Background: an optimization exercise with open tools, aiming at small area. Do not read the settings as production practice.
At most, simulation tests tie the RTL to the original design; equivalence was not proved.
No functional check of the RTL was part of runs 4 and 5.
In every run shown here, the design's own scripts or RTL, not TritonCTS, make the clock network.
The flow treats the clock pin as an ideal source. Dropping or thinning the clock tree relies on that and would not hold on a real chip.
Power and IR drop assume default switching activity.

**flow/design.v**
```verilog
module clock(
input clk,
input rst,
input hours_increment,
input hours_decrement,
input mins_increment,
input mins_decrement,
output [7:0] SEG,
output [5:0] ENABLE
    );
reg [3:0] seconds;
reg [2:0] t_secs;
reg [3:0] minutes;
reg [2:0] t_mins;
reg [3:0] hours;
reg       t_hours;
wire hour_inc, hour_dec, min_inc, min_dec;
wire sec;     
debouncer inst1 (.CLK(clk), .rst(rst), .switch_input(hours_increment), .trans_dn(hour_inc));
debouncer inst2 (.CLK(clk), .rst(rst), .switch_input(hours_decrement), .trans_dn(hour_dec));
debouncer inst3 (.CLK(clk), .rst(rst), .switch_input(mins_increment), .trans_dn(min_inc));
debouncer inst4 (.CLK(clk), .rst(rst), .switch_input(mins_decrement), .trans_dn(min_dec));
refresh in(.clk(clk), .rst(rst), .seconds(seconds), .t_secs(t_secs), .minutes(minutes),
           .t_mins(t_mins), .hours(hours), .t_hours(t_hours), .sec(sec), .SEG(SEG), .ENABLE(ENABLE));
wire s9  = seconds[3] & seconds[0];
wire ts5 = t_secs[2] & t_secs[0];
wire m9  = minutes[3] & minutes[0];
wire m0  = ~|minutes;
wire tm5 = t_mins[2] & t_mins[0];
wire tm0 = ~|t_mins;
wire b_hu = hour_inc;
wire b_hd = hour_dec & ~hour_inc;
wire b_mu = min_inc & ~hour_inc & ~hour_dec;
wire b_md = min_dec & ~hour_inc & ~hour_dec & ~min_inc;
wire c_s  = sec & s9;         
wire c_m  = c_s & ts5;        
wire c_h  = c_m & m9 & tm5;   
wire m_up = c_m | b_mu;
wire m_dn = b_md & ~c_m;
wire tm_up = m_up & m9;
wire tm_dn = b_md & m0;       
wire h_up = c_h | b_hu;
wire h_dn = b_hd & ~c_h;
wire up_t = t_hours ? (hours == 4'd2) : (hours == 4'd9);    
wire dn_t = t_hours ? (hours == 4'd0) : (hours == 4'd1);    
wire [3:0] h_inc = up_t ? {3'b000, t_hours} : hours + 4'd1;
wire [3:0] h_dec = dn_t ? {t_hours, 1'b0, ~t_hours, t_hours} : hours - 4'd1;
always @(posedge clk)
if (rst)
begin
	seconds <= 0;
	t_secs <= 0;
	minutes <= 0;
	t_mins <= 0;
	hours <= 0;
	t_hours <= 0;
end
else
begin
	if (sec) seconds <= s9 ? 4'd0 : seconds + 4'd1;
	if (c_s) t_secs <= ts5 ? 3'd0 : t_secs + 3'd1;
	if (m_up) minutes <= m9 ? 4'd0 : minutes + 4'd1;
	else if (m_dn) minutes <= m0 ? 4'd9 : minutes - 4'd1;
	if (tm_up) t_mins <= tm5 ? 3'd0 : t_mins + 3'd1;
	else if (tm_dn) t_mins <= tm0 ? 3'd5 : t_mins - 3'd1;
	if (h_up) hours <= h_inc;
	else if (h_dn) hours <= h_dec;
	t_hours <= t_hours ^ ((h_up & up_t) | (b_hd & dn_t));
end
endmodule
module debouncer(
    input CLK,
    input rst,
    input switch_input,
    output trans_dn
    );
reg sync_0_n;    
reg sync_1;
reg state;
reg [6:0] cnt_y;
wire [6:0] x = cnt_y ^ 7'b0101010;
wire idle = (state == sync_1);
wire z = ~|x[5:0];
wire finished = z & ~x[6];
wire fb = x[6] ^ (x[5] | z);
always @(posedge CLK)
begin
  sync_0_n <= ~(switch_input & ~rst);
  sync_1 <= ~(sync_0_n | rst);
  state <= ~rst & (finished ? sync_1 : state);
end
always @(posedge CLK)
  cnt_y <= (idle ? 7'b0000001 : {x[5:0], fb}) ^ 7'b0101010;
assign trans_dn = finished & sync_1 & ~state;
endmodule
module refresh(
    input clk,
    input rst,
    input [3:0] seconds, input [2:0] t_secs, input [3:0] minutes,
    input [2:0] t_mins, input [3:0] hours, input t_hours,
    output sec,
    output [7:0] SEG,
    output reg [5:0] ENABLE
    );
reg [5:0] pre;
reg [2:0] posn;
reg [5:0] hi;
reg [3:0] digit_data;      
reg [3:0] digit_shown_n;   
wire step = ~pre[0] & ~pre[1] & ~pre[3] & ~pre[5];    
wire hi_last = ~hi[0] & hi[2] & hi[3] & ~hi[5];      
wire p5 = posn[2] & posn[0] & ~posn[1];
assign sec = step & p5 & hi_last;
always @(posedge clk)
begin
  digit_shown_n <= ~(digit_data | {4{rst}});
  pre <= (rst | step) ? 6'b000001 : {pre[4:0], pre[5] ^ pre[0]};
end
always @(posedge clk)
if (rst)
begin
  posn <= 3'd7;
  hi <= 6'b000010;
  digit_data <= 0;
end
else if (step)
begin
  posn <= p5 ? 3'd0 : (posn == 3'd7) ? 3'd1 : posn + 3'd1;
  if (p5) hi <= hi_last ? 6'b000010 : {hi[4:0], hi[5] ^ hi[0]};
  case (posn)
    3'd1: digit_data <= {1'b0, t_secs};
    3'd2: digit_data <= minutes;
    3'd3: digit_data <= {1'b0, t_mins};
    3'd4: digit_data <= hours;
    3'd5: digit_data <= {3'b000, t_hours};
    default: digit_data <= seconds;
  endcase
end
always @*
  case (posn)
    3'd1: ENABLE = 6'b111110;
    3'd2: ENABLE = 6'b111101;
    3'd3: ENABLE = 6'b111011;
    3'd4: ENABLE = 6'b110111;
    3'd5: ENABLE = 6'b101111;
    3'd0: ENABLE = 6'b011111;
    default: ENABLE = 6'b000000;
  endcase
to_7_seg decoder(.count(~digit_shown_n), .SEG(SEG));
endmodule
module to_7_seg(
		input  [3:0] count,
		output [7:0] SEG
    );
wire [15:0] is = 16'd1 << count;    
wire valid = ~count[3] | ~(count[2] | count[1]);
assign SEG[7] = valid & ~(is[1] | is[4]);
assign SEG[6] = valid & ~(is[5] | is[6]);
assign SEG[5] = valid & ~is[2];
assign SEG[4] = valid & ~(is[1] | is[4] | is[7]);
assign SEG[3] = is[0] | is[2] | is[6] | is[8];
assign SEG[2] = is[0] | is[4] | is[5] | is[6] | is[8] | is[9];
assign SEG[1] = valid & ~(is[0] | is[1] | is[7]);
assign SEG[0] = 1'b0;
endmodule
```
**flow/flow/run.sh**
```bash
#!/bin/bash
# Layout flow: the standard synthesis; then the combinational logic between the
# registers re-mapped for area by ABC, every register instance kept as synthesis made
# it, and the result proven equivalent to the standard netlist; then the standard
# layout from floorplan to finish, with the smallest buffer on the ports and a flat
# clock tree (post_cts.tcl).
set -euo pipefail
cd "$(dirname "$0")/.."
W=$PWD
R=$W/orfs/results/$FLOW_PLATFORM/clock/base
LIB=$FLOW_HOME/platforms/$FLOW_PLATFORM/lib/sky130_fd_sc_hd__tt_025C_1v80.lib

bash standard.sh synth > $W/std_synth.log 2>&1
cp $R/1_2_yosys.v $W/std_netlist.v

# candidate re-mappings; the smallest one proven equivalent is kept
SCRIPTS=()
for seed in 0 1 2 3; do
  SCRIPTS+=("+strash;&get -n;&deepsyn -T 60 -S $seed;&put;dch -f;&get -n;&nf -R 1000;&put;mfs2;strash;dch -f;&get -n;&nf -R 1000;&put;topo")
done
SCRIPTS+=("+strash;ifraig;dc2;dch -f;map -a;mfs2;strash;dch -f;map -a;mfs2;strash;dch -f;map -a;topo")
best=$W/std_netlist.v
best_area=$(awk '/Chip area/ {print $NF}' <(yosys -p "read_liberty -lib $LIB; read_verilog $W/std_netlist.v; stat -liberty $LIB" 2>&1))
echo "standard netlist area $best_area" > $W/resynth_summary.log
for i in "${!SCRIPTS[@]}"; do
  (
    RS_LIB=$LIB RS_IN=$W/std_netlist.v RS_OUT=$W/resynth_$i.v RS_TOP=$FLOW_TOP RS_SCRIPT="${SCRIPTS[$i]}" \
      yosys -c $W/flow/resynth.tcl > $W/resynth_$i.log 2>&1 || true
    EQ_LIB=$LIB EQ_A=$W/std_netlist.v EQ_B=$W/resynth_$i.v EQ_TOP=$FLOW_TOP \
      yosys -c $W/flow/equiv.tcl > $W/equiv_$i.log 2>&1 && touch $W/resynth_$i.ok || true
  ) &
done
wait
for i in "${!SCRIPTS[@]}"; do
  [[ -f $W/resynth_$i.ok ]] || { echo "script $i: not proven" >> $W/resynth_summary.log; continue; }
  a=$(awk '/Chip area/ {print $NF}' $W/resynth_$i.v.stat)
  echo "script $i: area $a" >> $W/resynth_summary.log
  if awk -v a="$a" -v b="$best_area" 'BEGIN {exit !(a < b)}'; then best=$W/resynth_$i.v; best_area=$a; fi
done
echo "kept $best ($best_area)" >> $W/resynth_summary.log

# the register instances must be the standard synthesis's, unchanged
grep -E 'sky130_fd_sc_hd__(df|edf|sdf|dl)' $W/std_netlist.v | sort > $W/regs_std.txt
grep -E 'sky130_fd_sc_hd__(df|edf|sdf|dl)' $best | sort > $W/regs_new.txt
cmp $W/regs_std.txt $W/regs_new.txt

cp $best $R/1_2_yosys.v
rm -f $R/1_synth.odb $R/1_synth.sdc
bash standard.sh \
  "BUFFER_PORTS_ARGS=-buffer_cell sky130_fd_sc_hd__buf_1" \
  "CTS_ARGS=-sink_clustering_enable -repair_clock_nets -dont_use_dummy_load -buf_list sky130_fd_sc_hd__clkbuf_8 -root_buf sky130_fd_sc_hd__clkbuf_8" \
  "POST_CTS_TCL=$W/flow/post_cts.tcl" \
  finish > $W/std_layout.log 2>&1
```
**flow/flow/equiv.tcl**
```tcl
# Combinational equivalence of two netlists that share their register instances:
# every register input and primary output must be the same function.
# env: EQ_LIB, EQ_A, EQ_B, EQ_TOP
set lib $::env(EQ_LIB)
yosys read_liberty -ignore_miss_func $lib
yosys read_verilog $::env(EQ_A)
yosys hierarchy -top $::env(EQ_TOP)
yosys flatten
yosys rename $::env(EQ_TOP) gold
yosys design -stash gold
yosys read_liberty -ignore_miss_func $lib
yosys read_verilog $::env(EQ_B)
yosys hierarchy -top $::env(EQ_TOP)
yosys flatten
yosys rename $::env(EQ_TOP) gate
yosys design -stash gate
yosys design -copy-from gold -as gold gold
yosys design -copy-from gate -as gate gate
yosys equiv_make gold gate eq
yosys hierarchy -top eq
yosys equiv_simple -seq 2
yosys equiv_induct
yosys equiv_status -assert
```
**flow/flow/post_cts.tcl**
```tcl
# Replace the clock tree that CTS built by a flat one: the clock port drives
# one root cell (clk_root; none if empty), which drives nbuf leaf cells (bufm),
# each placed at the centre of a cluster of registers and driving that
# cluster's clock pins. With inverters the root and the leaves are both
# inverters, so the registers see the clock's own polarity.
set nbuf 5
if {[info exists ::env(CLK_NBUF)]} { set nbuf $::env(CLK_NBUF) }
set bufm sky130_fd_sc_hd__inv_8
if {[info exists ::env(CLK_BUF)]} { set bufm $::env(CLK_BUF) }
set clk_root sky130_fd_sc_hd__inv_4
if {[info exists ::env(CLK_ROOT)]} { set clk_root $::env(CLK_ROOT) }
set block [ord::get_db_block]
set db [ord::get_db]
set clk_port_net [$block findNet clk]

# register clock pins
set sinks {}
foreach inst [$block getInsts] {
  if {[[$inst getMaster] isSequential]} {
    lappend sinks [$inst findITerm CLK]
  }
}
# remove the CTS buffers
foreach inst [$block getInsts] {
  set n [$inst getName]
  if {[string match "clkbuf_*" $n] || [string match "clkload*" $n]} {
    set outs {}
    foreach it [$inst getITerms] {
      if {[$it isOutputSignal]} { set net [$it getNet]; if {$net != "NULL"} { lappend outs $net } }
    }
    odb::dbInst_destroy $inst
    foreach net $outs { if {[$net getName] != "clk"} { odb::dbNet_destroy $net } }
  }
}
foreach it $sinks {
  if {[$it getNet] != "NULL"} { $it disconnect }
}
# k-means on the register locations
set pts {}
foreach it $sinks {
  set b [[$it getInst] getBBox]
  lappend pts [list [expr {([$b xMin]+[$b xMax])/2.0}] [expr {([$b yMin]+[$b yMax])/2.0}]]
}
set n [llength $pts]
set cent {}
set sorted [lsort -real -index 0 $pts]
for {set k 0} {$k < $nbuf} {incr k} {
  lappend cent [lindex $sorted [expr {int(($k + 0.5) * $n / $nbuf)}]]
}
for {set iter 0} {$iter < 50} {incr iter} {
  set asg {}
  foreach p $pts {
    set best 0; set bd 1e30
    for {set k 0} {$k < $nbuf} {incr k} {
      set c [lindex $cent $k]
      set d [expr {abs([lindex $p 0]-[lindex $c 0]) + abs([lindex $p 1]-[lindex $c 1])}]
      if {$d < $bd} { set bd $d; set best $k }
    }
    lappend asg $best
  }
  set new {}
  for {set k 0} {$k < $nbuf} {incr k} {
    set sx 0; set sy 0; set c 0
    foreach p $pts a $asg { if {$a == $k} { set sx [expr {$sx+[lindex $p 0]}]; set sy [expr {$sy+[lindex $p 1]}]; incr c } }
    if {$c > 0} { lappend new [list [expr {$sx/$c}] [expr {$sy/$c}]] } else { lappend new [lindex $cent $k] }
  }
  set cent $new
}
set master [$db findMaster $bufm]
set leaf_in_net $clk_port_net
set in_pin A
set out_pin X
if {[string match "*__inv_*" $bufm] || [string match "*__clkinv_*" $bufm]} { set out_pin Y }
if {$clk_root != ""} {
  set rinst [odb::dbInst_create $block [$db findMaster $clk_root] "clkbuf_flat_root"]
  set leaf_in_net [odb::dbNet_create $block "clknet_flat_root"]
  $leaf_in_net setSigType CLOCK
  set rout X
  if {[string match "*__inv_*" $clk_root] || [string match "*__clkinv_*" $clk_root]} { set rout Y }
  [$rinst findITerm A] connect $clk_port_net
  [$rinst findITerm $rout] connect $leaf_in_net
  set sx 0; set sy 0
  foreach c $cent { set sx [expr {$sx + [lindex $c 0]}]; set sy [expr {$sy + [lindex $c 1]}] }
  $rinst setLocation [expr {int($sx / $nbuf)}] [expr {int($sy / $nbuf)}]
  $rinst setPlacementStatus PLACED
}
for {set k 0} {$k < $nbuf} {incr k} {
  set inst [odb::dbInst_create $block $master "clkbuf_flat_$k"]
  set net [odb::dbNet_create $block "clknet_flat_$k"]
  $net setSigType CLOCK
  [$inst findITerm $in_pin] connect $leaf_in_net
  [$inst findITerm $out_pin] connect $net
  set c [lindex $cent $k]
  $inst setLocation [expr {int([lindex $c 0])}] [expr {int([lindex $c 1])}]
  $inst setPlacementStatus PLACED
  foreach it $sinks a $asg { if {$a == $k} { $it connect $net } }
  puts "clock buffer $k: [llength [lsearch -all $asg $k]] registers"
}
detailed_placement
estimate_parasitics -placement
report_clock_skew
report_check_types -max_slew -max_capacitance
repair_timing -hold
detailed_placement
check_placement -verbose
```
**flow/flow/resynth.tcl**
```tcl
# Re-map the combinational logic of a synthesized netlist for area, keeping every
# flip-flop instance (name, cell type, connections) as it is.
# env: RS_LIB (liberty), RS_IN (netlist), RS_OUT (netlist), RS_TOP, RS_SCRIPT (abc script)
set lib $::env(RS_LIB)
yosys read_liberty -ignore_miss_func $lib
yosys read_verilog -defer $::env(RS_IN)
yosys hierarchy -top $::env(RS_TOP)
# keep sequential cells as instances
yosys setattr -mod -set keep_hierarchy 1 {*__df*} {*__edf*} {*__sdf*} {*__dl*} {*__conb*}
yosys flatten
yosys rename -hide w:_*_.*
yosys opt_clean -purge
yosys opt -purge
yosys abc -liberty $lib -script $::env(RS_SCRIPT) -dont_use *probe* -dont_use *lpflow* -dont_use *clkbuf* -dont_use *clkinv* -dont_use *dly* -dont_use *conb*
yosys opt_clean -purge
yosys setundef -zero
yosys hilomap -singleton -hicell sky130_fd_sc_hd__conb_1 HI -locell sky130_fd_sc_hd__conb_1 LO
yosys splitnets
yosys opt_clean -purge
yosys select $::env(RS_TOP)
yosys tee -o $::env(RS_OUT).stat stat -liberty $lib
yosys write_verilog -noattr -noexpr -nohex -nodec -selected $::env(RS_OUT)
```
**flow/standard.sh**
```bash
#!/bin/bash
# synth_recipe.tcl (not shown) runs the flow's synth.tcl, then flattens the netlist and writes it again
# the make line also repeats each setting of config.mk as NAME=value (left out here)
make -C /OpenROAD-flow-scripts/flow DESIGN_CONFIG=/design/flow/config.mk WORK_HOME=/design/flow/orfs CLKGATE_MAP_FILE= SYNTH_SCRIPT=/design/flow/synth_recipe.tcl "${@:-finish}"
```
**flow/config.mk**
```make
export PLATFORM = sky130hd
export DESIGN_NAME = clock
export DESIGN_NICKNAME = clock
export VERILOG_FILES = /design/flow/design.v
export SDC_FILE = /design/flow/constraint.sdc
export NUM_CORES = 4
export LEC_CHECK = 0
export ABC_AREA = 1
export CAP_MARGIN = 20
export CORE_MARGIN = 2
export CORE_UTILIZATION = 40
export GPL_TIMING_DRIVEN = 0
export PLACE_DENSITY = 0.6
export SLEW_MARGIN = 20
```
**flow/constraint.sdc**
```tcl
create_clock -name core_clock -period 10.0 [get_ports {clk}]
set_input_delay 2.0000 -clock core_clock [delete_from_list [all_inputs] [get_ports {clk}]]
set_output_delay 2.0000 -clock core_clock [all_outputs]
set_load 0.01 [all_outputs]
```
==> results of run 1 <==
[through the flow]
stage	utilization (%)	area (sq um)
after global routing	45.20	3296
after floorplan	-	3034
final	45.20	3296
after detailed placement	44.25	3227
after global placement	44.23	3226
[registers in the layout (all words and copies together), names as in the netlist, 4 cells and up]
register,count
seconds,4
minutes,4
inst3.cnt_y,7
in.digit_data,4
hours,4
in.digit_shown_n,4
in.pre,6
in.hi,6
inst2.cnt_y,7
inst1.cnt_y,7
inst4.cnt_y,7
[power by group]
group	switching, uW	internal [uW]
sequential	5.96	333
clock	115	19.0
combinational	15.9	9.77
total	137	362
[final cells by class]
type | count | area share (%)
inverter | 13 | 2.696
multi-input combinational | 252 | 41.65
sequential | 82 | 49.81
tap | 99 | 3.759
timing repair buffer | 18 | 2.088
[final timing paths]
path | start | end | slack (ns) | depth (start not counted)
worst max-delay path | in.pre[3] | hours[3] | 6.45 | 12
worst min-delay path | inst2.cnt_y[0] | inst2.cnt_y[1] | 0.35 | 1
worst max register to register | in.pre[3] | hours[3] | 6.45 | 12
worst min register to register | inst2.cnt_y[0] | inst2.cnt_y[1] | 0.35 | 1
[cells in the final DEF, fill, tap and decap left out, types with 5 or more instances in the layout]
cell type / instances
a31oi_1: 5
dfxtp_1: 82
a21o_1: 6
nand3_1: 11
nor2_1: 52
o21ai_0: 16
xor2_1: 7
inv_1: 7
or3_1: 7
nand2_1: 43
buf_1: 17
xnor2_1: 9
inv_8: 5
and3_1: 7
a21oi_1: 26
nor3_1: 17
a22o_1: 6
[layer usage]
metal / wire length [um] / global-route usage, % / vias up / part of all wire (%)
li1: - / - / 1256 / -
met1: 2893 / 18.82 / 1102 / 50
met2: 2574 / 24.88 / 32 / 45
met3: 231 / 2.822 / 5 / 4.0
met4: 60 / 2.020 / 0 / 1.0
met5: 0 / 0 / - / 0
[worst register-to-register path, delay by kind of cell (launching register included)]
kind	cells	cell delay, ns
AOI/OAI and AO/OA	3	0.50
and+or+nand+nor	8	2.46
DFF	1	0.34
buffers and inverters	1	0.09
==> run summary, run 1 <==
Worst EP required 10.06 ns; Seq. cell area 1642 sq um; Die Span X 91.10 um; RSZ-0062 raised after global routing no; # rows 31; Clock Pin Slew Worst Setup and Hold Paths 0.09 ns; syn nets 347; Hold Vio Cnt, Final 0; syn avg cell area 8.898 sq um; area grow syn2layout 8.619%; Syn Inst Count 341; port bufs 18; vias in the first global route 2257; Setup Skew 0.04406 ns; pin count of the biggest net entering global routing 36; Via density 5.162; Ys Warns 3; Initial Util 41.61%; Crit-path slowest cell nor4_2; final wirelength 5759 um; WL/cell 12.41 um; pre-CTS WS 6.164 ns; Initial DRT Pass Iterations 4; crit path capture type register; Slew Limit Fails 0; CP Class register to register; hpwl dp 4053 um; Power Total 498.5 uW; GRT Overall Usage 14.31%; Max Fclk 0.2818 GHz; die area 8298 sq um; Core Region 7292 sq um; WP buf/inv 1; final hold slack 0.3513 ns; static leakage 0.001259 uW; Initial DRC Count 102; VDD IR max 0.07229 mV; vias after detailed routing 2395; Max-cap violations 0; area occupied by multi-input gates 1373 sq um; fin crit period 3.549 ns; Critical Path AT 3.61 ns; Non-Filler Instances 464; fin crit share 35.49%; status finished clean; gr ovfl total 0; Hold Path Class register to register; Detail Route Antenna Nets 0; crit-path cells nor4_2, nand2_1, nor2_1, and3_1, and3_1, nand2_1, o22ai_1, nor2_1, nor2_1, inv_1, a21oi_1, a211oi_1; DP Cell Count 458; Ports 20; antenna violations before repair 0; Post-Syn Area 3034 sq um; slowest stage delay, CP 0.71 ns; Setup Viol. Count Final 0; n_diodes 0; worst-margin pin slew 0.7776 ns; Final nets 373; Residual DRC 0; delay-heaviest family, CP simple AND/OR/NAND/NOR gates; Die H 91.10 um; Fillers 748; CTS Sinks 82; gpl congestion 0.8039; clk latency of the worst-skew pair 0.25 ns; final setup margin 6.451 ns; first-pass GRT wire length 10100 um; setup TNS 0 ns; pwr dens 151.3 nW/um^2; crit path launch type register; layout cells sized above 1 2.192%; Relative slew margins 47.73%; cell mode on critical path nor2_1; Max FO, Critical Path 8
==> run 2: changes to the inputs <==
--- a/flow/flow/run.sh
+++ b/flow/flow/run.sh
@@ -16,7 +16,7 @@
 # candidate re-mappings; the smallest one proven equivalent is kept
 SCRIPTS=()
 for seed in 0 1 2 3; do
-  SCRIPTS+=("+strash;&get -n;&deepsyn -T 60 -S $seed;&put;dch -f;&get -n;&nf -R 1000;&put;mfs2;strash;dch -f;&get -n;&nf -R 1000;&put;topo")
+  SCRIPTS+=("+strash;&get -n;&deepsyn -T 60 -S $seed;&put;dch -f;&get -n;&nf -R 1000;&put;mfs2;strash;dch -f;&get -n;&nf -R 1000;&put;mfs3 -a;topo")
 done
 SCRIPTS+=("+strash;ifraig;dc2;dch -f;map -a;mfs2;strash;dch -f;map -a;mfs2;strash;dch -f;map -a;topo")
 best=$W/std_netlist.v
==> run summary, run 2 <==
Ports 20; post-route cell area 3267 sq um; first-pass GRT wire length 9666 um; Setup Skew 0.01745 ns; gpl congestion 0.7797; Ys Warns 3; hpwl dp 3984 um; vias in the first global route 2049; met3 Resource Use GR 2.504%; fin crit period 3.834 ns; setup TNS 0 ns; static leakage 0.001228 uW; Initial DRT Pass Iterations 4; syn avg cell area 8.892 sq um; commonest non-fill, non-tap cell in the layout dfxtp_1; Initial Util 41.44%; cell mode on critical path inv_1; final setup margin 6.166 ns; layout cells sized above 1 2.210%; met2 Track Usage GR 20.52%; antenna violations before repair 0; pwr dens 152.2 nW/um^2; RSZ-0062 raised after global routing no; Max-cap violations 0; Residual DRC 0; crit-path cells inv_1, nor3_1, nor2_1, inv_1, buf_1; gr ovfl total 0; Setup Viol. Count Final 0; die area 8223 sq um; VDD IR max 0.07515 mV; Detail Route Antenna Nets 0; Post-Syn Area 3005 sq um; crit path launch type register; Via density 5.165; Crit-path slowest cell nor3_1; WL/cell 12.24 um; Syn Inst Count 338; Clock Pin Slew Worst Setup and Hold Paths 0.09 ns; vias after detailed routing 2381; final hold slack 0.3779 ns; CP Class register to primary output; Max FO, Critical Path 9; grt peak-use layer met2; slowest stage delay, CP 0.51 ns; Hold Vio Cnt, Final 0; area grow syn2layout 8.701%; worst-margin pin slew 0.7876 ns; port bufs 18; fin crit share 38.34%; pre-CTS WS 6.442 ns; Slew Limit Fails 0; clk latency of the worst-skew pair 0.23 ns; Critical Path AT 1.83 ns; status finished clean; Relative slew margins 47.06%; Final nets 370; final wirelength 5641 um; Power Total 497.4 uW; Initial DRC Count 120; crit path capture type primary output; Hold Path Class register to register; Die Span X 90.68 um; Max Fclk 0.2608 GHz; CTS Sinks 82; Die H 90.68 um; area occupied by multi-input gates 1344 sq um; pin count of the biggest net entering global routing 37; Seq. cell area 1642 sq um; Placement Cell Area 3204 sq um; Core Region 7253 sq um; n_diodes 0; Worst EP required 8.00 ns; Fillers 726; syn nets 344; Global Route met1 Usage 20.48%; GRT Overall Usage 13.81%; # rows 31; most frequent cells in the layout dfxtp_1, nor2_1, nand2_1
==> run 2: worst max-delay path, delay by kind of cell, from the launching register on <==
kind                   cells  cell delay [ns]
buffers and inverters      3             0.36
DFF                        1             0.47
and+or+nand+nor            2             0.76
==> run 2: final timing paths <==
kind                                     start      endpoint  slack (ns)  cells after the start
worst min register to register  inst1.sync_0_n  inst1.sync_1        0.38                      1
worst max register to register       in.pre[3]      hours[3]        6.35                     11
worst max-delay path                in.posn[1]     ENABLE[5]        6.17                      5
worst min-delay path            inst1.sync_0_n  inst1.sync_1        0.38                      1
==> run 2: final cells by class <==
type	instances	share of cell area [%]
repair buffers	18	2.106
flip-flops and latches	82	50.25
well taps	99	3.792
inverters	13	2.719
multi-input cells	249	41.13
==> run 2: routing by layer <==
layer / vias to the layer above / wire length, um
met2: 31 / 2419
met4: 0 / 103
met5: - / 0
li1: 1252 / -
met3: 9 / 233
met1: 1089 / 2884
==> run 2: report_power, final <==
group          leakage [uW]  switching, uW  internal, uW
combinational      0.000526           15.6          9.28
clock             0.0000347            114          19.0
sequential         0.000667           5.88           333
==> run 2: per-stage QoR <==
stage          std cells  utilization, %
2_1_floorplan        338               -
3_3_place_gp         455           44.07
3_5_place_dp         455           44.18
5_1_grt              461           45.04
6_report             461           45.04
==> run 3: changes to the inputs <==
--- a/flow/flow/run.sh
+++ b/flow/flow/run.sh
@@ -15,7 +15,7 @@
 
 # candidate re-mappings; the smallest one proven equivalent is kept
 SCRIPTS=()
-for seed in 0 1 2 3; do
+for seed in 0 1 2 3 4 5 6 7; do
   SCRIPTS+=("+strash;&get -n;&deepsyn -T 60 -S $seed;&put;dch -f;&get -n;&nf -R 1000;&put;mfs2;strash;dch -f;&get -n;&nf -R 1000;&put;mfs3 -a;topo")
 done
 SCRIPTS+=("+strash;ifraig;dc2;dch -f;map -a;mfs2;strash;dch -f;map -a;mfs2;strash;dch -f;map -a;topo")
@@ -23,6 +23,8 @@
 best_area=$(awk '/Chip area/ {print $NF}' <(yosys -p "read_liberty -lib $LIB; read_verilog $W/std_netlist.v; stat -liberty $LIB" 2>&1))
 echo "standard netlist area $best_area" > $W/resynth_summary.log
 for i in "${!SCRIPTS[@]}"; do
+  # four at a time
+  if (( i > 0 && i % 4 == 0 )); then wait; fi
   (
     RS_LIB=$LIB RS_IN=$W/std_netlist.v RS_OUT=$W/resynth_$i.v RS_TOP=$FLOW_TOP RS_SCRIPT="${SCRIPTS[$i]}" \
       yosys -c $W/flow/resynth.tcl > $W/resynth_$i.log 2>&1 || true
==> run summary, run 3 <==
DP Cell Count 462; final wirelength 5488 um; first-pass GRT wire length 9611 um; VDD IR max 0.06849 mV; Hold Path Class register to register; Final nets 377; pin count of the biggest net entering global routing 37; hpwl dp 3930 um; Seq. cell area 1642 sq um; post-route cell area 3294 sq um; vias after detailed routing 2366; Residual DRC 0; layout cells sized above 1 1.897%; R2R cell count 12; Max FO, Critical Path 12; Detail Route Antenna Nets 0; Setup Skew 0.02273 ns; GRT Overall Usage 13.65%; Placement Cell Area 3232 sq um; Core Region 7292 sq um; Post-Syn Area 3039 sq um; status finished clean; crit path capture type primary output; Slew Limit Fails 0; # rows 31; area grow syn2layout 8.399%; Max Fclk 0.2628 GHz; Fillers 775; Relative slew margins 46.72%; n_diodes 0; worst r2r src in.pre[0]; crit path launch type register; CP Launch Point in.posn[1]; WL/cell 11.73 um; vias in the first global route 2157; worst hold path startpoint inst2.sync_0_n; fin crit period 3.805 ns; hold path cells 1; r2r endpoint hours[2]; final hold slack 0.3787 ns; Ports 20; RSZ-0062 raised after global routing no; area occupied by multi-input gates 1368 sq um; Critical Path AT 1.81 ns; Crit-path slowest cell nor3b_1; Ys Warns 3; worst-margin pin slew 0.7918 ns; CP Class register to primary output; port bufs 18; antenna violations before repair 0; slowest stage delay, CP 0.56 ns; syn avg cell area 8.809 sq um; Worst EP required 8.00 ns; final setup margin 6.195 ns; Die H 91.17 um; setup TNS 0 ns; gpl congestion 0.7850; pwr dens 153.0 nW/um^2; Clock Pin Slew Worst Setup and Hold Paths 0.10 ns; die area 8311 sq um; Max-cap violations 0; Die Span X 91.17 um; gr ovfl total 0; worst hold endpoint inst2.sync_1; most frequent cells in the layout dfxtp_1, nor2_1, nand2_1; Initial DRC Count 180; fin crit share 38.05%; Setup Viol. Count Final 0; pre-CTS WS 6.406 ns; Via density 5.056; Initial Util 41.68%; Initial DRT Pass Iterations 4; reg-to-reg slack, setup 6.37 ns; Hold Vio Cnt, Final 0; commonest non-fill, non-tap cell in the layout dfxtp_1; static leakage 0.001217 uW; Syn Inst Count 345; crit-path cells nor3b_1, nor2_1, inv_1, buf_1; clk latency of the worst-skew pair 0.24 ns; syn nets 351; Non-Filler Instances 468; CTS Sinks 82
==> run 3: cell types whose count changed in the layout (fill, tap and decap cells not counted), moves of 3 or more <==
| cell | delta |
|---|---|
| and3_1 | -4 |
| nand2b_1 | +3 |
| nor2_1 | +5 |
| nor2b_1 | +5 |
| nor3_1 | -4 |
| o21a_1 | +3 |
| xnor2_1 | -3 |
==> run 3: cell type report <==
cell class,instances,area share [%]
multi-input combinational,255,41.51
inverter,14,2.810
sequential,82,49.83
tap,99,3.760
timing repair buffer,18,2.089
==> run 3: power by group <==
group	leakage (uW)	switching (uW)	internal, uW
combinational	0.000514	16.9	10.8
sequential	0.000668	7.35	335
clock	0.0000347	116	19.0
==> run 3: routing by layer <==
| layer | vias to the layer above | global-route usage [%] | wire, um |
|---|---|---|---|
| li1 | 1260 | - | - |
| met3 | 8 | 2.324 | 181 |
| met2 | 27 | 22.72 | 2443 |
| met5 | - | 0 | 0 |
| met1 | 1071 | 18.38 | 2759 |
| met4 | 0 | 3.535 | 103 |
==> run 3: how the worst max path moves through the flow <==
stage,end,slack (ns)
detailed placement,hours[2],6.41
global route,hours[2],5.84
finish,ENABLE[5],6.19
global placement,in.digit_data[0],5.53
floorplan,ENABLE[5],6.90
==> run 3: metrics by stage <==
stage	utilization (%)	power, uW
6_report	45.18	504.2
3_3_place_gp	44.30	376.8
3_5_place_dp	44.32	377.5
2_1_floorplan	-	367.0
5_1_grt	45.18	530.3
==> run 3: critical path: cells and delay by family, from the launching register on <==
kind,cells,cell delay [ns]
and+or+nand+nor,2,0.75
DFF,1,0.52
buffers and inverters,2,0.30
==> run 4: changes to the inputs <==
--- a/flow/design.v
+++ b/flow/design.v
@@ -75,23 +75,23 @@
     output trans_dn
     );
 reg sync_0_n;    
-reg sync_1;
+reg diff;        
 reg state;
 reg [6:0] cnt_y;
 wire [6:0] x = cnt_y ^ 7'b0101010;
-wire idle = (state == sync_1);
+wire idle = ~diff;
 wire z = ~|x[5:0];
 wire finished = z & ~x[6];
 wire fb = x[6] ^ (x[5] | z);
 always @(posedge CLK)
 begin
   sync_0_n <= ~(switch_input & ~rst);
-  sync_1 <= ~(sync_0_n | rst);
-  state <= ~rst & (finished ? sync_1 : state);
+  state <= ~rst & (state ^ (finished & diff));
+  diff <= ~rst & (~sync_0_n ^ state ^ (finished & diff));
 end
 always @(posedge CLK)
   cnt_y <= (idle ? 7'b0000001 : {x[5:0], fb}) ^ 7'b0101010;
-assign trans_dn = finished & sync_1 & ~state;
+assign trans_dn = finished & diff & ~state;
 endmodule
 module refresh(
     input clk,
--- a/flow/flow/run.sh
+++ b/flow/flow/run.sh
@@ -15,7 +15,7 @@
 
 # candidate re-mappings; the smallest one proven equivalent is kept
 SCRIPTS=()
-for seed in 0 1 2 3 4 5 6 7; do
+for seed in 0 1 2 3; do
   SCRIPTS+=("+strash;&get -n;&deepsyn -T 60 -S $seed;&put;dch -f;&get -n;&nf -R 1000;&put;mfs2;strash;dch -f;&get -n;&nf -R 1000;&put;mfs3 -a;topo")
 done
 SCRIPTS+=("+strash;ifraig;dc2;dch -f;map -a;mfs2;strash;dch -f;map -a;mfs2;strash;dch -f;map -a;topo")
@@ -23,8 +23,6 @@
 best_area=$(awk '/Chip area/ {print $NF}' <(yosys -p "read_liberty -lib $LIB; read_verilog $W/std_netlist.v; stat -liberty $LIB" 2>&1))
 echo "standard netlist area $best_area" > $W/resynth_summary.log
 for i in "${!SCRIPTS[@]}"; do
-  # four at a time
-  if (( i > 0 && i % 4 == 0 )); then wait; fi
   (
     RS_LIB=$LIB RS_IN=$W/std_netlist.v RS_OUT=$W/resynth_$i.v RS_TOP=$FLOW_TOP RS_SCRIPT="${SCRIPTS[$i]}" \
       yosys -c $W/flow/resynth.tcl > $W/resynth_$i.log 2>&1 || true
==> run summary, run 4 <==
Core Region 7331 sq um; CP Launch Point in.pre[3]; commonest non-fill, non-tap cell in the layout dfxtp_1; Hold Path Class register to register; crit path launch type register; Int Pwr 369.3 uW; Clock power frac 26.1%; Die Span X 91.31 um; GRT Overall Usage 13.63%; r2r endpoint t_hours; most frequent cells in the layout dfxtp_1, nor2_1, nand2_1; gpl congestion 0.7520; fin crit share 38.38%; layout cells sized above 1 1.977%; Final nets 362; vias in the first global route 2123; Sequential Power Share 67.9%; Relative slew margins 41.14%; n_diodes 0; Fillers 732; pre-CTS WS 6.252 ns; final wirelength 5340 um; Post-Syn Area 3049 sq um; net switching power 140.7 uW; status finished clean; VDD IR max 0.07529 mV; switching share of power 27.59%; Detail Route Antenna Nets 0; pwr dens 154.3 nW/um^2; first-pass GRT wire length 9749 um; Seq. cell area 1642 sq um; Initial DRT Pass Iterations 4; antenna violations before repair 0; Die H 91.31 um; gr ovfl total 0; fin crit period 3.838 ns; Residual DRC 0; static leakage 0.001271 uW; area occupied by multi-input gates 1385 sq um; Hold Vio Cnt, Final 0; Ports 20; final setup margin 6.162 ns; Critical Path AT 3.99 ns; port bufs 18; setup TNS 0 ns; Setup Skew 0.03234 ns; clk latency of the worst-skew pair 0.24 ns; die area 8338 sq um; # rows 31; hpwl dp 3774 um; worst r2r src in.pre[3]; Syn Inst Count 330; Setup Viol. Count Final 0; Initial Util 41.59%; syn avg cell area 9.240 sq um; syn nets 336; Ys Warns 3; crit path capture type register; CP Capture Point t_hours; CP Class register to register; vias after detailed routing 2344; Via density 5.174; Max FO, Critical Path 7; Worst EP required 10.15 ns; Initial DRC Count 125; WL/cell 11.79 um; area grow syn2layout 8.371%; Max-cap violations 0; combinational power share 6.1%; reg-to-reg slack, setup 6.16 ns; CTS Sinks 82; R2R cell count 10; Slew Limit Fails 0; RSZ-0062 raised after global routing no; pin count of the biggest net entering global routing 43; Clock Pin Slew Worst Setup and Hold Paths 0.11 ns; Max Fclk 0.2606 GHz; worst-margin pin slew 0.8748 ns
run 4: final cells by class:
type | instances | area share [%]
Timing Repair Buffer | 18 | 2.083
Sequential cell | 82 | 49.68
Tap cell | 99 | 3.749
Inverter | 12 | 2.575
Multi-Input combinational cell | 242 | 41.92
run 4: power by group through the flow:
stage               Clock [uW]  Sequential (uW)  Combinational, uW
floorplan                    0              350               23.0
global placement             0              353               30.5
detailed placement           0              353               31.0
global route               153              348               35.6
finish                     133              346               30.9
run 4: layer usage:
layer  global-route usage, %  share of wire, %  wire length (um)  vias up
met2                   21.42                43              2303       28
met4                   3.788               1.9               103        0
li1                        -                 -                 -     1204
met5                       0                 0                 0        -
met1                   19.10                51              2736     1104
met3                   2.656               3.7               197        8
run 4: how the worst min path moves through the flow:
stage	startpoint	end	slack, ns	depth (start not counted)
finish	inst3.cnt_y[4]	inst3.cnt_y[5]	0.37	1
global route	inst3.cnt_y[4]	inst3.cnt_y[5]	0.40	1
detailed placement	inst3.cnt_y[4]	inst3.cnt_y[5]	0.37	1
global placement	inst3.cnt_y[4]	inst3.cnt_y[5]	0.36	1
floorplan	inst1.cnt_y[4]	inst1.cnt_y[5]	0.35	1
run 4: through the flow:
| step | power (uW) | instance area, sq um | hold slack, ns | utilization [%] | cells |
|---|---|---|---|---|---|
| floorplan | 373.4 | 3049 | 0.3527 | - | 330 |
| global placement | 383.8 | 3241 | 0.3572 | 44.21 | 447 |
| detailed placement | 384.5 | 3242 | 0.3657 | 44.22 | 447 |
| global route | 537.3 | 3304 | 0.3967 | 45.08 | 453 |
| finish | 510.0 | 3304 | 0.3726 | 45.08 | 453 |
run 4: critical path, stage by stage (launching register included):
cell,delay [ns]
dfxtp_1,0.32
nor4_1,0.76
nand2_1,0.29
nor2_1,0.35
and3_1,0.34
and3_1,0.27
and2_0,0.26
a31oi_1,0.23
nor4b_1,0.66
o21bai_1,0.16
a21oi_1,0.13
==> run 5: changes to the inputs <==
--- a/flow/flow/run.sh
+++ b/flow/flow/run.sh
@@ -15,14 +15,16 @@
 
 # candidate re-mappings; the smallest one proven equivalent is kept
 SCRIPTS=()
-for seed in 0 1 2 3; do
-  SCRIPTS+=("+strash;&get -n;&deepsyn -T 60 -S $seed;&put;dch -f;&get -n;&nf -R 1000;&put;mfs2;strash;dch -f;&get -n;&nf -R 1000;&put;mfs3 -a;topo")
+for seed in 0 1 2 3 4 5 6 7 8 9 10 11; do
+  SCRIPTS+=("+strash;&get -n;&deepsyn -T 90 -S $seed;&put;dch -f;&get -n;&nf -R 1000;&put;mfs2;strash;dch -f;&get -n;&nf -R 1000;&put;mfs3 -a;topo")
 done
 SCRIPTS+=("+strash;ifraig;dc2;dch -f;map -a;mfs2;strash;dch -f;map -a;mfs2;strash;dch -f;map -a;topo")
 best=$W/std_netlist.v
 best_area=$(awk '/Chip area/ {print $NF}' <(yosys -p "read_liberty -lib $LIB; read_verilog $W/std_netlist.v; stat -liberty $LIB" 2>&1))
 echo "standard netlist area $best_area" > $W/resynth_summary.log
 for i in "${!SCRIPTS[@]}"; do
+  # four at a time
+  if (( i > 0 && i % 4 == 0 )); then wait; fi
   (
     RS_LIB=$LIB RS_IN=$W/std_netlist.v RS_OUT=$W/resynth_$i.v RS_TOP=$FLOW_TOP RS_SCRIPT="${SCRIPTS[$i]}" \
       yosys -c $W/flow/resynth.tcl > $W/resynth_$i.log 2>&1 || true
--- a/flow/flow/post_cts.tcl
+++ b/flow/flow/post_cts.tcl
@@ -3,9 +3,9 @@
 # each placed at the centre of a cluster of registers and driving that
 # cluster's clock pins. With inverters the root and the leaves are both
 # inverters, so the registers see the clock's own polarity.
-set nbuf 5
+set nbuf 6
 if {[info exists ::env(CLK_NBUF)]} { set nbuf $::env(CLK_NBUF) }
-set bufm sky130_fd_sc_hd__inv_8
+set bufm sky130_fd_sc_hd__inv_6
 if {[info exists ::env(CLK_BUF)]} { set bufm $::env(CLK_BUF) }
 set clk_root sky130_fd_sc_hd__inv_4
 if {[info exists ::env(CLK_ROOT)]} { set clk_root $::env(CLK_ROOT) }
==> run summary, run 5 <==
syn nets 337; n_diodes 0; Fillers 751; Ys Warns 3; GRT Overall Usage 13.24%; Hold Vio Cnt, Final 0; Core Region 7331 sq um; Syn Inst Count 331; clk latency of the worst-skew pair 0.23 ns; pre-CTS WS 6.319 ns; crit path launch type register; layout cells sized above 1 2.247%; VDD IR max 0.08538 mV; delay-heaviest family, CP simple AND/OR/NAND/NOR gates; fin crit share 37.24%; die area 8334 sq um; port bufs 18; Ports 20; Clock Pin Slew Worst Setup and Hold Paths 0.10 ns; WP buf/inv 0; area grow syn2layout 8.251%; Slew Limit Fails 0; pwr dens 151.2 nW/um^2; Setup Skew 0.01043 ns; Via density 5.213; Critical Path AT 3.90 ns; CP Class register to register; crit path capture type register; vias in the first global route 2144; final wirelength 5395 um; Worst EP required 10.17 ns; fin crit period 3.724 ns; Clock power frac 26.2%; Relative slew margins 32.66%; Max-cap violations 0; vias after detailed routing 2372; post-layout util 45.01%; pin count of the biggest net entering global routing 39; antenna violations before repair 0; hold path cells 1; worst-margin pin slew 1.001 ns; net switching power 136.4 uW; worst hold path startpoint inst2.cnt_y[4]; Post-Syn Area 3048 sq um; Final nets 364; Initial Util 41.58%; Die Span X 91.29 um; commonest non-fill, non-tap cell in the layout dfxtp_1; first-pass GRT wire length 9384 um; worst r2r src in.pre[0]; gpl congestion 0.7646; Residual DRC 0; Setup Viol. Count Final 0; slowest stage delay, CP 0.85 ns; setup TNS 0 ns; gr ovfl total 0; hpwl dp 3785 um; r2r endpoint t_mins[1]; syn avg cell area 9.208 sq um; Initial DRC Count 99; Max Fclk 0.2685 GHz; crit-path cells nor4_1, nand2_1, nor2_1, and3_1, and3_1, and2_0, a21oi_1, nor2b_1, nand3_1, o21ai_0, nand2_1, o21ai_0, a32oi_1, nor2_1; reg-to-reg slack, setup 6.28 ns; switching share of power 27.34%; CTS Sinks 82; status finished clean; static leakage 0.001239 uW; Placement Cell Area 3241 sq um; Die H 91.29 um; WL/cell 11.86 um; Int Pwr 362.6 uW; Power Total 499.0 uW; Detail Route Antenna Nets 0; R2R cell count 14; Initial DRT Pass Iterations 4; Hold Path Class register to register; # rows 31; post-route cell area 3299 sq um; Sequential Power Share 68.4%; combinational power share 5.4%; worst hold endpoint inst2.cnt_y[5]; RSZ-0062 raised after global routing no; Max FO, Critical Path 6; final setup margin 6.276 ns; Crit-path slowest cell nor4_1; most frequent cells in the layout dfxtp_1, nor2_1, nand2_1
run 5: power by group through the flow:
stage	combinational [uW]	sequential [uW]	clock (uW)
floorplan	19.4	347	0
global placement	27.0	349	0
detailed placement	27.3	349	0
global route	30.7	343	150
finish	27.1	341	131
run 5: how the worst max path moves through the flow:
stage / start / to / slack, ns / cells past startpoint
floorplan: in.digit_shown_n[0] / SEG[3] / 6.88 / 5
global placement: rst / in.digit_data[1] / 5.55 / 4
detailed placement: in.pre[0] / t_mins[1] / 6.32 / 14
global route: in.pre[0] / t_mins[1] / 5.77 / 14
finish: in.pre[0] / t_mins[1] / 6.28 / 14
run 5: stage by stage:
step	instances	hold slack [ns]
after detailed placement	448	0.3695
after floorplan	331	0.3527
after global placement	448	0.3611
after global routing	455	0.4047
final	455	0.3872
run 5: cell type report:
class                           count  area [sq um]  area share [%]
Tap cell                           99         123.9           3.754
Timing Repair Buffer               18         68.82           2.086
Sequential cell                    82          1642           49.75
Multi-Input combinational cell    244          1388           42.06
Inverter                           12         77.57           2.351
run 5: layer usage:
layer	GRT usage (%)	share of wire [%]
met1	17.71	49
met3	2.158	3.5
met2	21.42	45
met5	0	0
met4	5.177	2.6
==> run 6: changes to the inputs <==
--- a/flow/design.v
+++ b/flow/design.v
@@ -75,23 +75,23 @@
     output trans_dn
     );
 reg sync_0_n;    
-reg diff;        
+reg sync_1;
 reg state;
 reg [6:0] cnt_y;
 wire [6:0] x = cnt_y ^ 7'b0101010;
-wire idle = ~diff;
+wire idle = (state == sync_1);
 wire z = ~|x[5:0];
 wire finished = z & ~x[6];
 wire fb = x[6] ^ (x[5] | z);
 always @(posedge CLK)
 begin
   sync_0_n <= ~(switch_input & ~rst);
-  state <= ~rst & (state ^ (finished & diff));
-  diff <= ~rst & (~sync_0_n ^ state ^ (finished & diff));
+  sync_1 <= ~(sync_0_n | rst);
+  state <= ~rst & (finished ? sync_1 : state);
 end
 always @(posedge CLK)
   cnt_y <= (idle ? 7'b0000001 : {x[5:0], fb}) ^ 7'b0101010;
-assign trans_dn = finished & diff & ~state;
+assign trans_dn = finished & sync_1 & ~state;
 endmodule
 module refresh(
     input clk,
==> run summary, run 6 <==
status finished clean; gr ovfl total 0; Clock Pin Slew Worst Setup and Hold Paths 0.09 ns; area grow syn2layout 8.576%; Power Total 493.6 uW; CP Class register to primary output; Non-Filler Instances 462; Initial Util 41.44%; Initial DRC Count 113; Max FO, Critical Path 9; GRT Overall Usage 13.73%; Fillers 722; die area 8223 sq um; most frequent cells in the layout dfxtp_1, nor2_1, nand2_1; cell mode on critical path inv_1; Hold Vio Cnt, Final 0; crit path capture type primary output; combinational power share 5.0%; crit path launch type register; final hold slack 0.3816 ns; pin count of the biggest net entering global routing 37; Sequential Power Share 68.7%; DP Cell Count 455; Syn Inst Count 338; Max Fclk 0.2628 GHz; Die H 90.68 um; Die Span X 90.68 um; vias in the first global route 2061; Hold Path Class register to register; post-layout util 44.99%; Final nets 371; Relative slew margins 46.30%; routed wl met3 222 um; clk latency of the worst-skew pair 0.23 ns; crit-path cells inv_1, nor3_1, nor2_1, inv_1, buf_1; fin crit share 38.05%; Int Pwr 359.2 uW; syn avg cell area 8.892 sq um; layout cells sized above 1 2.479%; worst-margin pin slew 0.7989 ns; commonest non-fill, non-tap cell in the layout dfxtp_1; final wirelength 5626 um; VDD IR max 0.07720 mV; vias after detailed routing 2395; Worst EP required 8.00 ns; WP buf/inv 3; WL/cell 12.18 um; switching share of power 27.23%; Setup Skew 0.01624 ns; Ys Warns 3; Initial DRT Pass Iterations 4; Ports 20; first-pass GRT wire length 9632 um; gpl congestion 0.7797; Crit-path slowest cell nor3_1; Residual DRC 0; Post-Syn Area 3005 sq um; pwr dens 151.3 nW/um^2; met1 WL 2901 um; Highest Signal Layer met4; Via density 5.184; Setup Viol. Count Final 0; Core Region 7253 sq um; static leakage 0.001225 uW; port bufs 18; RSZ-0062 raised after global routing no; metal2 WL 2379 um; syn nets 344; hpwl dp 3984 um; Max-cap violations 0; delay-heaviest family, CP simple AND/OR/NAND/NOR gates; net switching power 134.4 uW; fin crit period 3.805 ns; Slew Limit Fails 0; n_diodes 0; antenna violations before repair 0; CTS Sinks 82; setup TNS 0 ns; Detail Route Antenna Nets 0; Clock power frac 26.3%; Critical Path AT 1.80 ns; # rows 31; slowest stage delay, CP 0.50 ns
run 6: area by class of cell:
cell class	instances	area [sq um]	area share [%]
sequential	82	1642	50.31
multi-input combinational	249	1344	41.18
tap	99	123.9	3.796
timing repair buffer	18	68.82	2.109
inverter	14	85.08	2.607
run 6: through the flow:
step           worst slack, ns  cell area (sq um)
2_1_floorplan            6.727               3005
3_5_place_dp             6.442               3204
6_report                 6.195               3263
5_1_grt                  5.995               3263
3_3_place_gp             5.633               3197
run 6: final timing paths:
path / start / to / slack [ns] / depth (start not counted)
setup / recovery: in.posn[1] / ENABLE[5] / 6.20 / 5
hold / removal: inst1.sync_0_n / inst1.sync_1 / 0.38 / 1
setup reg to reg: in.pre[3] / hours[3] / 6.33 / 11
hold reg to reg: inst1.sync_0_n / inst1.sync_1 / 0.38 / 1
run 6: power by group through the flow:
stage | Clock [uW] | Combinational [uW] | Sequential [uW]
after floorplan | 0 | 17.0 | 345
after global placement | 0 | 24.7 | 346
after detailed placement | 0 | 25.1 | 346
after global routing | 150 | 28.7 | 340
final | 130 | 24.9 | 339
run 6: metal layers:
layer  track usage [%]  vias to the layer above
met3             2.254                       11
met4             4.103                        0
met2             20.40                       42
met5                 0                        -
met1             20.32                     1092
li1                  -                     1250

static timing again, ports no longer ideal:
In the flow no input, the clock included, has a driving cell. The finished layouts below were timed again as built, in two steps. Step 1 (the two cells are an assumption about what drives the block):
set clk [get_ports {clk}]
set_driving_cell -lib_cell sky130_fd_sc_hd__clkbuf_16 $clk
set_driving_cell -lib_cell sky130_fd_sc_hd__buf_2 [delete_from_list [all_inputs] $clk]
Step 2 times the ports against the registers' clock, not the clock port: input delays grow and output delays shrink by t, the midpoint of the rising clock arrivals with the driver on. Three values: ideal ports, drivers, drivers and shift; two values: the first two.
| run | shift t [ns] | slack for setup (ns) | worst hold slack (ns) | worst setup path after step 2 |
|---|---|---|---|---|
| run 1 | 0.260 | 6.451 / 6.437 / 6.449 | 0.351 / 0.351 / 0.351 | input to register |
| run 2 | 0.261 | 6.166 / 6.131 / 6.346 | 0.378 / 0.378 / 0.378 | register to register |
| run 3 | 0.264 | 6.195 / 6.160 / 6.369 | 0.379 / 0.379 / 0.379 | register to register |
| run 4 | 0.265 | 6.162 / 6.162 / 6.162 | 0.373 / 0.373 / 0.373 | register to register |
| run 5 | 0.262 | 6.276 / 6.276 / 6.276 | 0.387 / 0.387 / 0.387 | register to register |
| run 6 | 0.257 | 6.195 / 6.160 / 6.327 | 0.382 / 0.382 / 0.382 | register to register |
After both steps setup and hold are still met in every run listed. For run 1, which loses most, drivers alone change the setup slack by -0.014 ns; drivers and shift together by -0.002 ns.
